Background: an optimization exercise with open tools, aiming at small area and a short achievable clock period. Do not read the settings as production practice.
The RTL was checked by simulation tests, not by an equivalence proof against the original design.
Power figures rest on the tool's default switching activity, not on a simulated workload. The clock port is modelled as an ideal driver; clocking choices that lean on that would not hold on a real chip.

Setup of 12-14:
Design Scrambler, start of the top module:
module Scrambler(
  input         clock,
  input         reset,
  input  [63:0] io_in,
  output [63:0] io_out
);
Size in the first run: ~2,500 cells after synthesis, about 1,500 flip-flops.
==> flow/config.mk <==
export PLATFORM = sky130hd
export DESIGN_NAME = Scrambler
export DESIGN_NICKNAME = Scrambler
export VERILOG_FILES = /design/flow/design.v
export SDC_FILE = /design/flow/constraint.sdc
export NUM_CORES = 4
export LEC_CHECK = 0
export CAP_MARGIN = 20
export CORE_MARGIN = 2
export CORE_UTILIZATION = 70
export CTS_CLUSTER_DIAMETER = 80
export CTS_CLUSTER_SIZE = 32
export SETUP_SLACK_MARGIN = 2.5
export SLEW_MARGIN = 20
export SYNTH_HIERARCHICAL = 1
export SYNTH_MINIMUM_KEEP_SIZE = 0
export TNS_END_PERCENT = 5
==> flow/constraint.sdc <==
create_clock -name core_clock -period 6.0 [get_ports {clock}]
set_input_delay 1.2000 -clock core_clock [delete_from_list [all_inputs] [get_ports {clock}]]
set_output_delay 1.2000 -clock core_clock [all_outputs]
set_load 0.01 [all_outputs]
standard.sh (not shown) runs the stock make flow with config.mk's settings and CLKGATE_MAP_FILE= SYNTH_SCRIPT=/design/flow/synth_recipe.tcl, a recipe that flattens the netlist after the stock synthesis.
==> flow/flow/run.sh <==
#!/bin/bash
# Layout flow: the standard flow (standard.sh, the ORFS make targets), run
# in two steps.  The layout differs from the standard flow in these settings
# only:
#  - synthesis is the standard one with ABC told that each gate drives a
#    1 fF load (ABC_LOAD_IN_FF=1; sky130hd's default is 5).  The adders are
#    written as one-gate modules that synthesis maps one at a time, and with
#    the default load ABC maps each to a larger drive strength than most
#    need (a21oi_2, nor2b_4); the resizer later upsizes the gates that timing
#    needs.  The registers are those of the standard synthesis;
#  - the pins are placed by flow/io.tcl (ORFS IO_CONSTRAINTS): io_in[i] and
#    io_out[i] side by side along the bottom edge in bit order, so that the
#    adder between them can be placed compactly;
#  - the port buffers that buffer_ports inserts are plain buffers (buf_2)
#    rather than the delay cell it would pick on its own;
#  - the resizer may swap a cell for one of another footprint
#    (MATCH_CELL_FOOTPRINT=0; sky130hd's platform config sets it to 1).
# Each step's full output goes to its own log file in the work folder.
set -euo pipefail
here=$(pwd)
bash standard.sh ABC_LOAD_IN_FF=1 synth > run_synth.log 2>&1
bash standard.sh "IO_CONSTRAINTS=$here/flow/io.tcl" IO_PIN_STEP=2 \
  "BUFFER_PORTS_ARGS=-buffer_cell sky130_fd_sc_hd__buf_2" \
  MATCH_CELL_FOOTPRINT=0 finish > run_layout.log 2>&1
Other scripts of this flow, unchanged in this note and not shown: flow/flow/io.tcl
12-14 ended with every stage complete and zero timing, DRC or antenna violations.
The following lists how 06-07 was set up differently from 12-14:
- a change of CORE_UTILIZATION from 70 to 65
diff --git a/flow/flow/run.sh b/flow/flow/run.sh
--- a/flow/flow/run.sh
+++ b/flow/flow/run.sh
@@ -12,5 +12,5 @@
 #    io_out[i] side by side along the bottom edge in bit order, so that the
 #    adder between them can be placed compactly;
-#  - the port buffers that buffer_ports inserts are plain buffers (buf_2)
+#  - the port buffers that buffer_ports inserts are plain buffers (buf_1)
 #    rather than the delay cell it would pick on its own;
 #  - the resizer may swap a cell for one of another footprint
@@ -21,4 +21,4 @@
 bash standard.sh ABC_LOAD_IN_FF=1 synth > run_synth.log 2>&1
 bash standard.sh "IO_CONSTRAINTS=$here/flow/io.tcl" IO_PIN_STEP=2 \
-  "BUFFER_PORTS_ARGS=-buffer_cell sky130_fd_sc_hd__buf_2" \
+  "BUFFER_PORTS_ARGS=-buffer_cell sky130_fd_sc_hd__buf_1" \
   MATCH_CELL_FOOTPRINT=0 finish > run_layout.log 2>&1
[compare] base=12-14 new=06-07: routed wire length shows a reduction of about 9%, global routing usage on met3 shows a reduction of 0.72 points. 06-07 ended up with a lower global-route usage than 12-14 did. Having completed the whole flow, 06-07 delivered a layout that passed the timing, design-rule and antenna checks. 06-07 vs 12-14: highest clock frequency the design can meet up slightly. Lower core utilization goes to 06-07 over 12-14. Re final critical-path required period: 06-07 is 45 ps down on 12-14.

---

Scrambler, a different RTL version from the one above (not shown whole).
Size in the first run: about 3000 cells after synthesis, roughly 1500 flip-flops, roughly 130 I/O pins, ~0.039 sq mm of cells after synthesis.
clock: 6.0 ns
lec_check: 0
cap_margin: 20
core_margin: 2
core_utilization: 65
cts_cluster_diameter: 60
cts_cluster_size: 24
setup_slack_margin: 2.0
slew_margin: 20
synth_hierarchical: 1
synth_minimum_keep_size: 0
run.sh (not shown) runs the stock make flow with config.mk's settings and CLKGATE_MAP_FILE= SYNTH_SCRIPT=/design/flow/synth_recipe.tcl, a recipe that flattens the netlist after the stock synthesis.
Stock flow here: none of the scripts above is used.
Then changed:
Settings changed: SETUP_SLACK_MARGIN 2.0 to 2.5, TNS_END_PERCENT set to 5.
The changed run ran to the end with no violations.
Via count shrinks by a few percent.
Flip-flop and latch count does not change.
Final area falls slightly.
Die area is unchanged.
Worst setup slack improved by 0.091 ns.
Clock-buffer cell count is lower by 2.
Global-route usage falls by 2.4 points.

---

Scrambler, a different RTL version from the one above (not shown whole).
For scale: roughly 1500 flip-flops, roughly 36000 um^2 of cells after synthesis.
## Scrambler
module Scrambler(
  input         clock,
  input         reset,
  input  [63:0] io_in,
  output [63:0] io_out
);
  reg [63:0] p1;
  reg [63:0] p2;
  reg [63:0] p3;
  reg [63:0] p4;
  reg [63:0] p5;
  reg [63:0] p6;
  reg [63:0] q1;
  reg [63:0] q2;
  reg [63:0] q3;
  reg [63:0] q4;
  reg [63:0] q5;
  reg [63:0] q6;
  reg [63:0] q7;
  reg [63:0] q8;
  reg [63:0] q9;
  reg [63:0] q10;
  reg [63:0] q11;
  reg [63:0] q12;
  reg [63:0] q13;
  reg [63:0] q14;
  reg [63:0] q15;
  reg [63:0] q16;
  reg [63:0] q17;
  reg  [4:0] cnt;    
  reg        m6;     
  reg        m18;    
  wire m18_next = !reset && (m18 || cnt == 5'd17);
  wire m6_next  = !reset && (m6 || cnt == 5'd5);
  add_out u_out (.a(io_in), .b(q17), .s(io_out));
  wire [63:0] q1_next;   
  add_q u_q (.a(p1), .b(p6), .s(q1_next));
  always @(posedge clock) begin
    p1  <= io_out;
    p2  <= p1;
    p3  <= p2;
    p4  <= p3;
    p5  <= p4;
    p6  <= m6_next ? p5 : 64'h0;
    q1  <= q1_next;
    q2 <= q1;
    q3 <= q2;
    q4 <= q3;
    q5 <= q4;
    q6 <= q5;
    q7 <= q6;
    q8 <= q7;
    q9 <= q8;
    q10 <= q9;
    q11 <= q10;
    q12 <= q11;
    q13 <= q12;
    q14 <= q13;
    q15 <= q14;
    q16 <= q15;
  ...
==> flow/config.mk <==
export PLATFORM = sky130hd
export DESIGN_NAME = Scrambler
export DESIGN_NICKNAME = Scrambler
export VERILOG_FILES = /design/flow/design.v
export SDC_FILE = /design/flow/constraint.sdc
export NUM_CORES = 4
export LEC_CHECK = 0
export CAP_MARGIN = 20
export CORE_MARGIN = 2
export CORE_UTILIZATION = 65
export CTS_CLUSTER_DIAMETER = 80
export CTS_CLUSTER_SIZE = 32
export SETUP_SLACK_MARGIN = 2.5
export SLEW_MARGIN = 20
export SYNTH_HIERARCHICAL = 1
export SYNTH_MINIMUM_KEEP_SIZE = 0
==> flow/constraint.sdc <==
create_clock -name core_clock -period 6.0 [get_ports {clock}]
set_input_delay 1.2000 -clock core_clock [delete_from_list [all_inputs] [get_ports {clock}]]
set_output_delay 1.2000 -clock core_clock [all_outputs]
set_load 0.01 [all_outputs]
standard.sh (not shown) runs the stock make flow with config.mk's settings and CLKGATE_MAP_FILE= SYNTH_SCRIPT=/design/flow/synth_recipe.tcl, a recipe that flattens the netlist after the stock synthesis.
==> flow/flow/run.sh <==
#!/bin/bash
# Layout flow: the standard flow (standard.sh, the ORFS make targets), run
# in two steps.  Synthesis is the standard one, unchanged.  The rest of the
# layout differs from the standard flow in these settings only:
#  - the pins are placed by flow/io.tcl (ORFS IO_CONSTRAINTS): io_in[i] and
#    io_out[i] side by side along the bottom edge in bit order, so that the
#    adder between them can be placed compactly;
#  - the port buffers that buffer_ports inserts are plain buffers (buf_2)
#    rather than the delay cell it would pick on its own;
#  - the resizer may swap a cell for one of another footprint
#    (MATCH_CELL_FOOTPRINT=0; sky130hd's platform config sets it to 1).
# Each step's full output goes to its own log file in the work folder.
set -euo pipefail
here=$(pwd)
bash standard.sh synth > run_synth.log 2>&1
bash standard.sh "IO_CONSTRAINTS=$here/flow/io.tcl" IO_PIN_STEP=2 \
  "BUFFER_PORTS_ARGS=-buffer_cell sky130_fd_sc_hd__buf_2" \
  MATCH_CELL_FOOTPRINT=0 finish > run_layout.log 2>&1
==> flow/flow/io.tcl <==
# Pin placement, sourced at the end of floorplanning (ORFS IO_CONSTRAINTS).
# io_in[i] and io_out[i] sit side by side along the bottom edge, in bit order
# (bit 0 at the left), so that the io_in -> io_out adder can be placed as a
# compact strip next to its pins.  clock and reset go on the left edge.
set die [ord::get_die_area]
set W [expr {[lindex $die 2] - [lindex $die 0]}]
set H [expr {[lindex $die 3] - [lindex $die 1]}]
set pitch 0.46
set offset 0.23
set step $::env(IO_PIN_STEP)
set n 128
set span [expr {($n - 1) * $step * $pitch}]
set k [expr {int((($W - $span) / 2.0 - $offset) / $pitch)}]
for {set i 0} {$i < 64} {incr i} {
  foreach p [list "io_in\[$i\]" "io_out\[$i\]"] {
    place_pin -pin_name $p -layer met2 \
      -location [list [expr {$offset + $k * $pitch}] 0.242] -force_to_die_boundary
    incr k $step
  }
}
# the left edge's horizontal pins use met3 on a 0.68 um pitch (offset 0.34)
set row [expr {int(($H / 2.0 - 0.34) / 0.68)}]
place_pin -pin_name clock -layer met3 \
  -location [list 0.4 [expr {0.34 + $row * 0.68}]] -force_to_die_boundary
place_pin -pin_name reset -layer met3 \
  -location [list 0.4 [expr {0.34 + ($row + 8) * 0.68}]] -force_to_die_boundary
The starting point ran to the end with no violations.
Rerun with:
- CORE_UTILIZATION: 65 -> 72
- TNS_END_PERCENT: not set -> 5
After rerunning:
- The new run went through all stages and came out clean
- sequential power hardly moves
- die area came out lower by 9.6%
- wire length went down by 2.1%
- sequential share of layout area rose by 3.5 points
- synthesized cell count is unchanged
- total power goes down by 1.3%
- count of clock-buffer cells in the layout falls by 2
- cell area shrinks by 4.7%
- cell count went down by 4.6%
- fmax goes up by 1.7%
- area after synthesis does not change
Rerun with:
--- a/flow/flow/run.sh
+++ b/flow/flow/run.sh
@@ -16 +16 @@
-bash standard.sh "IO_CONSTRAINTS=$here/flow/io.tcl" IO_PIN_STEP=2 \
+bash standard.sh "IO_CONSTRAINTS=$here/flow/io.tcl" IO_PIN_STEP=4 \
- CORE_UTILIZATION: 72 -> 65
Result: Combinational power is lower by about 4%; area after synthesis is unchanged; sequential share of layout area hardly moves; core utilization is lower by 7.4 points; non-clock buffer count is higher by 4; clock skew stays flat; wire length is lower by 6.9%.

afterwards: timing with drivers on the ports:
In the flow no input, the clock included, has a driving cell. The finished layouts below were timed again as built, in two steps. Step 1 sets driving cells, clkbuf_16 on the clock port and buf_2 on the other inputs (assumed; they add their load-dependent delay and slew). Step 2 times the ports against the registers' clock, not the clock port: input delays grow and output delays shrink by t, the midpoint of the rising clock arrivals with the driver on. Slacks: ideal ports / drivers / drivers and shift; pairs: ideal ports / drivers.
run	t (ns)	setup slack, ns	worst setup path after step 2	clock arrival spread, ns
12-14	0.670	1.606 / 1.561 / 1.561	input to output	0.034 / 0.034
06-07	0.668	1.652 / 1.623 / 1.623	input to output	0.032 / 0.032
the first run of note 2	0.690	1.624 / 1.543 / 1.543	input to output	0.031 / 0.031
the second run of note 2	0.693	1.715 / 1.663 / 1.663	input to output	0.033 / 0.034
the first run of note 3	0.667	1.562 / 1.500 / 1.500	input to output	0.033 / 0.033
the second run of note 3	0.672	1.637 / 1.577 / 1.577	input to output	0.020 / 0.020
the third run of note 3	0.669	1.603 / 1.562 / 1.562	input to output	0.023 / 0.023
After both steps every run listed still meets setup and hold. The setup slack of the first run of note 2, which loses most, moves by -0.081 ns with the drivers and by -0.081 ns with both steps.
